From an optimization exercise on the open Yosys and OpenROAD flow, aimed at small area; shortcuts taken in it are not production practice. The RTL was checked by simulation tests, not by an equivalence proof against the original design. The flow treats the clock pin as an ideal source. Dropping or thinning the clock tree relies on that and would not hold on a real chip. Power figures rest on the tool's default switching activity, not on a simulated workload.

==> inputs of v19 <==
==> flow/design.v (excerpt) <==
module S1(clk,
	  rst,
	  RB1_RW,
	  RB1_A,
	  RB1_D,
	  RB1_Q,
	  sen,
	  sd);
  input clk, rst;
  output RB1_RW;
  output [4:0] RB1_A;
  output [7:0] RB1_D;
  input [7:0] RB1_Q;
  output sen;
  output reg sd;
  reg [4:0] c;
  reg [2:0] b;
  assign RB1_RW = 1'b1;
  assign RB1_D  = 8'd0;
  assign RB1_A  = c;
  wire j = c[4] & c[2] & c[0] & (c[1] ? c[3] : ~b[0]);
  assign sen = c[4] & (c[3] | c[2]) & ~(&c[3:0]);
  always @(posedge clk or posedge rst) begin
    if (rst) begin
      c <= 5'd28;
      b <= 3'd0;
    end else begin
      c <= (c - 5'd1) ^ {1'b0, j, 1'b0, j, 1'b0};
      b <= b - {2'b00, j};
    end
  end
  always @(posedge clk) begin
    if (~c[4] | ~(c[2] | c[1]))
      sd <= RB1_Q[b];
    else if (c[2])
      sd <= ~b[2];
    else if (c[0])
      sd <= ~b[1];
    else
      sd <= ~b[0];
  end
endmodule
==> module S1, before the edit <==
module S1(clk,
	  rst,
	  RB1_RW,
	  RB1_A,
	  RB1_D,
	  RB1_Q,
	  sen,
	  sd);
  input clk, rst;
  output RB1_RW;
  output [4:0] RB1_A;
  output [7:0] RB1_D;
  input [7:0] RB1_Q;
  output sen;
  output reg sd;
  reg [4:0] c;
  reg [2:0] b;
  assign RB1_RW = 1'b1;
  assign RB1_D  = 8'd0;
  assign RB1_A  = c;
  wire j = c[4] & c[2] & c[0] & (c[1] ? c[3] : ~b[0]);
  assign sen = c[4] & (c[3] | c[2]) & ~(&c[3:0]);
  always @(posedge clk or posedge rst) begin
    if (rst) begin
      c <= 5'd28;
      b <= 3'd0;
    end else begin
      c <= (c - 5'd1) ^ {1'b0, j, 1'b0, j, 1'b0};
      b <= b - {2'b00, j};
    end
  end
  always @(posedge clk) begin
    if (~c[4] | ~(c[2] | c[1]))
      sd <= RB1_Q[b];
    else if (c[2])
      sd <= ~b[2];
    else if (c[0])
      sd <= ~b[1];
    else
      sd <= ~b[0];
  end
endmodule
clock: 4.0 ns
lec_check: 0
cap_margin: 20
core_area: 2 2 60 60
die_area: 0 0 62 62
slew_margin: 20
standard.sh (not shown) runs the stock make flow with config.mk's settings and CLKGATE_MAP_FILE= SYNTH_SCRIPT=/design/flow/synth_recipe.tcl, a recipe that flattens the netlist after the stock synthesis.
==> flow/flow/run.sh <==
#!/bin/bash
# Layout flow: standard synthesis, an own area-oriented synthesis (used only
# if its registers match the standard one's and it is smaller), then the
# standard ORFS flow with these layout changes:
#  - the constant outputs share one tie cell (ties.tcl);
#  - ports are buffered with buf_1 instead of clkdlybuf4s50_1;
#  - the clock tree is a single clock buffer (clock.tcl).
set -euo pipefail
W=$(pwd)
R=$W/orfs/results/sky130hd/S1/base
bash standard.sh synth > "$W/std_synth.log" 2>&1
cp "$R/1_2_yosys.v" "$W/std_1_2_yosys.v"
std=$(grep "Chip area for module" "$W/orfs/reports/sky130hd/S1/base/synth_stat.txt" | awk '{print $NF}')
echo "standard: $std" > "$W/regs.log"
if bash flow/synth.sh > "$W/own_synth.log" 2>&1 &&
   python3 flow/regs.py "$W/std_1_2_yosys.v" "$W/own/best.v" >> "$W/regs.log" 2>&1; then
  cp "$W/own/best.v" "$R/1_2_yosys.v"
  touch "$R/1_2_yosys.v"
  rm -f "$R/1_synth.odb"
  echo "using own synthesis" >> "$W/regs.log"
else
  echo "using standard synthesis" >> "$W/regs.log"
fi
bash standard.sh \
  SKIP_REPAIR_TIE_FANOUT=1 \
  "POST_FLOORPLAN_TCL=$W/flow/ties.tcl" \
  "BUFFER_PORTS_ARGS=-buffer_cell sky130_fd_sc_hd__buf_1" \
  "CTS_ARGS=-root_buf sky130_fd_sc_hd__clkbuf_4 -buf_list sky130_fd_sc_hd__clkbuf_4 -dont_use_dummy_load" \
  "POST_CTS_TCL=$W/flow/clock.tcl" \
  finish > "$W/flow_make.log" 2>&1
test -f "$W/out/final.def"
==> flow/flow/abc_1.abc <==
strash
dc2
dc2
dch -f
amap
topo
==> flow/flow/abc_2.abc <==
strash
dc2
dc2
dch
amap
topo
==> flow/flow/abc_3.abc <==
strash
dc2
balance -l
resub -K 6 -l
rewrite -l
resub -K 6 -N 2 -l
refactor -l
resub -K 8 -l
balance -l
resub -K 8 -N 2 -l
rewrite -l
resub -K 10 -l
rewrite -z -l
resub -K 10 -N 2 -l
balance -l
resub -K 12 -l
refactor -z -l
resub -K 12 -N 2 -l
rewrite -z -l
balance -l
dch -f
amap
topo
==> flow/flow/abc_4.abc <==
strash
dc2
dch -f
dc2
dch -f
amap
topo
==> flow/flow/abc_5.abc <==
strash
dc2
dch -f
amap -F 20 -A 30 -C 10000
topo
==> flow/flow/abc_6.abc <==
strash
dc2
dch -f
amap -m
topo
==> flow/flow/synth.sh <==
#!/bin/bash
# Own synthesis: the standard synthesis script, with two changes to ORFS's
# synth.tcl: no extract_fa (it leaves half adders with unused outputs), and
# an area-oriented ABC script in place of the speed script. It is run once
# for each flow/abc_*.abc and the smallest netlist is kept in own/best.v.
# Registers come out of the same Yosys passes as in the standard synthesis;
# run.sh checks that before using the netlist.
set -euo pipefail
W=$(pwd)
mkdir -p "$W/own"
best=""; bestarea=""
for s in "$W"/flow/abc_*.abc; do
  n=$(basename "$s" .abc)
  d="$W/own/$n"
  mkdir -p "$d"
  sed -e 's|^\(\s*\)extract_fa {\*}\[dont_use_extract_fa_args\]|\1# extract_fa skipped|' \
      -e "s|^\(\s*\)log_cmd abc {\*}\$abc_args|\1log_cmd abc -script $s {*}[lrange \$abc_args 2 end]|" \
      "$FLOW_HOME/scripts/synth.tcl" > "$d/synth.tcl"
  grep -q "extract_fa skipped" "$d/synth.tcl"
  grep -q "$s" "$d/synth.tcl"
  sed -e "s|source \$::env(SCRIPTS_DIR)/synth.tcl|source $d/synth.tcl|" "$W/synth_recipe.tcl" > "$d/synth_recipe.tcl"
  grep -q "$d/synth.tcl" "$d/synth_recipe.tcl"
  if make -C "$FLOW_HOME" DESIGN_CONFIG="$W/config.mk" WORK_HOME="$d/orfs" CLKGATE_MAP_FILE= \
       SYNTH_SCRIPT="$d/synth_recipe.tcl" synth > "$d/make.log" 2>&1; then
    area=$(grep "Chip area for module" "$d/orfs/reports/sky130hd/S1/base/synth_stat.txt" | awk '{print $NF}')
    echo "$n: $area"
    if [[ -z "$bestarea" ]] || python3 -c "import sys; sys.exit(0 if float('$area') < float('$bestarea') else 1)"; then
      best="$d/orfs/results/sky130hd/S1/base/1_2_yosys.v"; bestarea=$area
    fi
  else
    echo "$n: failed"
  fi
done
test -n "$best"
echo "best: $best ($bestarea)"
cp "$best" "$W/own/best.v"
Other scripts of this flow, unchanged in this note and not shown: flow/flow/clock.tcl, flow/flow/regs.py, flow/flow/ties.tcl
==> v15: changes against v19 <==
==> flow/design.v (replaced) <==
module S1(clk,
	  rst,
	  RB1_RW,
	  RB1_A,
	  RB1_D,
	  RB1_Q,
	  sen,
	  sd);
  input clk, rst;
  output RB1_RW;
  output [4:0] RB1_A;
  output [7:0] RB1_D;
  input [7:0] RB1_Q;
  output sen;
  output reg sd;
  reg [4:0] c;
  reg [2:0] a;
  assign RB1_RW = 1'b1;
  assign RB1_D  = 8'd0;
  assign RB1_A  = c;
  wire j = c[4] & c[2] & c[0] & (c[1] ? c[3] : a[0]);
  assign sen = c[4] & (c[3] | c[2]) & ~(&c[3:0]);
  always @(posedge clk or posedge rst) begin
    if (rst) begin
      c <= 5'd28;
      a <= 3'd7;
    end else begin
      c <= (c - 5'd1) ^ {1'b0, j, 1'b0, j, 1'b0};
      a <= a + {2'b00, j};
    end
  end
  always @(posedge clk) begin
    if (~c[4] | ~(c[2] | c[1]))
      sd <= RB1_Q[~a];
    else if (c[2])
      sd <= a[2];
    else if (c[0])
      sd <= a[1];
    else
      sd <= a[0];
  end
endmodule
--- a/flow/flow/run.sh
+++ b/flow/flow/run.sh
@@ -10,16 +10,14 @@
 R=$W/orfs/results/sky130hd/S1/base
 bash standard.sh synth > "$W/std_synth.log" 2>&1
 cp "$R/1_2_yosys.v" "$W/std_1_2_yosys.v"
-std=$(grep "Chip area for module" "$W/orfs/reports/sky130hd/S1/base/synth_stat.txt" | awk '{print $NF}')
-echo "standard: $std" > "$W/regs.log"
 if bash flow/synth.sh > "$W/own_synth.log" 2>&1 &&
-   python3 flow/regs.py "$W/std_1_2_yosys.v" "$W/own/best.v" >> "$W/regs.log" 2>&1; then
-  cp "$W/own/best.v" "$R/1_2_yosys.v"
+   python3 flow/regs.py "$W/std_1_2_yosys.v" "$W/own/orfs/results/sky130hd/S1/base/1_2_yosys.v" > "$W/regs.log" 2>&1; then
+  cp "$W/own/orfs/results/sky130hd/S1/base/1_2_yosys.v" "$R/1_2_yosys.v"
   touch "$R/1_2_yosys.v"
   rm -f "$R/1_synth.odb"
-  echo "using own synthesis" >> "$W/regs.log"
+  echo "using own synthesis" | tee -a "$W/regs.log"
 else
-  echo "using standard synthesis" >> "$W/regs.log"
+  echo "using standard synthesis" | tee -a "$W/regs.log"
 fi
 bash standard.sh \
   SKIP_REPAIR_TIE_FANOUT=1 \
==> flow/flow/area.abc (new file) <==
strash
dc2
dc2
dch -f
amap
topo
==> flow/flow/synth.sh (replaced) <==
#!/bin/bash
# Own synthesis: the standard synthesis script with two changes to ORFS's
# synth.tcl: no extract_fa (half adders with unused outputs), and an
# area-oriented ABC script instead of the speed script. Registers come out
# of the same Yosys passes, so their names and cells are the standard ones;
# run.sh checks that before using this netlist.
set -euo pipefail
W=$(pwd)
mkdir -p "$W/own"
sed -e 's|^\(\s*\)extract_fa {\*}\[dont_use_extract_fa_args\]|\1# extract_fa skipped|' \
    -e "s|^\(\s*\)log_cmd abc {\*}\$abc_args|\1log_cmd abc -script $W/flow/area.abc {*}[lrange \$abc_args 2 end]|" \
    "$FLOW_HOME/scripts/synth.tcl" > "$W/own/synth.tcl"
grep -q "extract_fa skipped" "$W/own/synth.tcl"
grep -q "flow/area.abc" "$W/own/synth.tcl"
sed -e "s|source \$::env(SCRIPTS_DIR)/synth.tcl|source $W/own/synth.tcl|" "$W/synth_recipe.tcl" > "$W/own/synth_recipe.tcl"
grep -q "own/synth.tcl" "$W/own/synth_recipe.tcl"
make -C "$FLOW_HOME" DESIGN_CONFIG="$W/config.mk" WORK_HOME="$W/own/orfs" CLKGATE_MAP_FILE= \
  SYNTH_SCRIPT="$W/own/synth_recipe.tcl" synth
removed: flow/flow/abc_1.abc
removed: flow/flow/abc_2.abc
removed: flow/flow/abc_3.abc
removed: flow/flow/abc_4.abc
removed: flow/flow/abc_5.abc
removed: flow/flow/abc_6.abc
==> run notes <==
item                                                               v19             v15
Post-synth design cell area                                 505.5 um^2      511.7 um^2
Run status                                              finished clean  finished clean
Synthesized instance count                                          62              61
Internal Dissipation                                       0.0001066 W     0.0001062 W
Number of nets in the layout                                        82              81
First DRT Iteration DRCs                                            28              13
Power Total                                                0.0001405 W     0.0001362 W
Footprint of the multi-input gates                          191.4 um^2      186.4 um^2
Worst Tran Pin Value                                         0.5881 ns       0.5946 ns
Seq power                                                  0.0000910 W     0.0000912 W
Instance count after placement with tap cells included             114             113
Fraction of area in non-clock buffers                           10.74%          10.62%
Pwr/cell area                                            251.3 nW/um^2   240.8 nW/um^2
Global-route total usage across every layer                     7.587%          7.280%
Share of post-route cells with drive strength above 1           5.797%          10.29%
Pre-CTS setup slack                                           2.257 ns        2.089 ns
Number of vias after detailed routing                              454             433
Post-detailed-routing wire length                              1130 um         1045 um
Net Sw Frac                                                     24.15%          22.04%
Sequential share of cell area                                   40.04%          40.27%

static timing again, ports no longer ideal:
In the flow no input, the clock included, has a driving cell. The finished layouts below were timed again as built, in two steps.
Step 1 assumes that a clkbuf_16 drives the clock port and a buf_2 every other input.
Step 2 also shifts input and output timing later by t, the mid clock arrival at the registers, as if the neighbouring blocks saw the same clock.
Three values: ideal ports, drivers, drivers and shift; two values: the first two.
run | shift t [ns] | slack for setup (ns) | hold WS [ns] | clock arrival spread, ns | slew at the worst register clock pin (ns)
v19 | 0.183 | 2.057 / 2.038 / 2.221 | 0.513 / 0.514 / 0.539 | 0.001 / 0.000 | 0.11 / 0.11
v15 | 0.174 | 2.052 / 2.034 / 2.072 | 0.510 / 0.512 / 0.520 | 0.001 / 0.001 | 0.10 / 0.10
After both steps setup and hold are still met in every run listed.
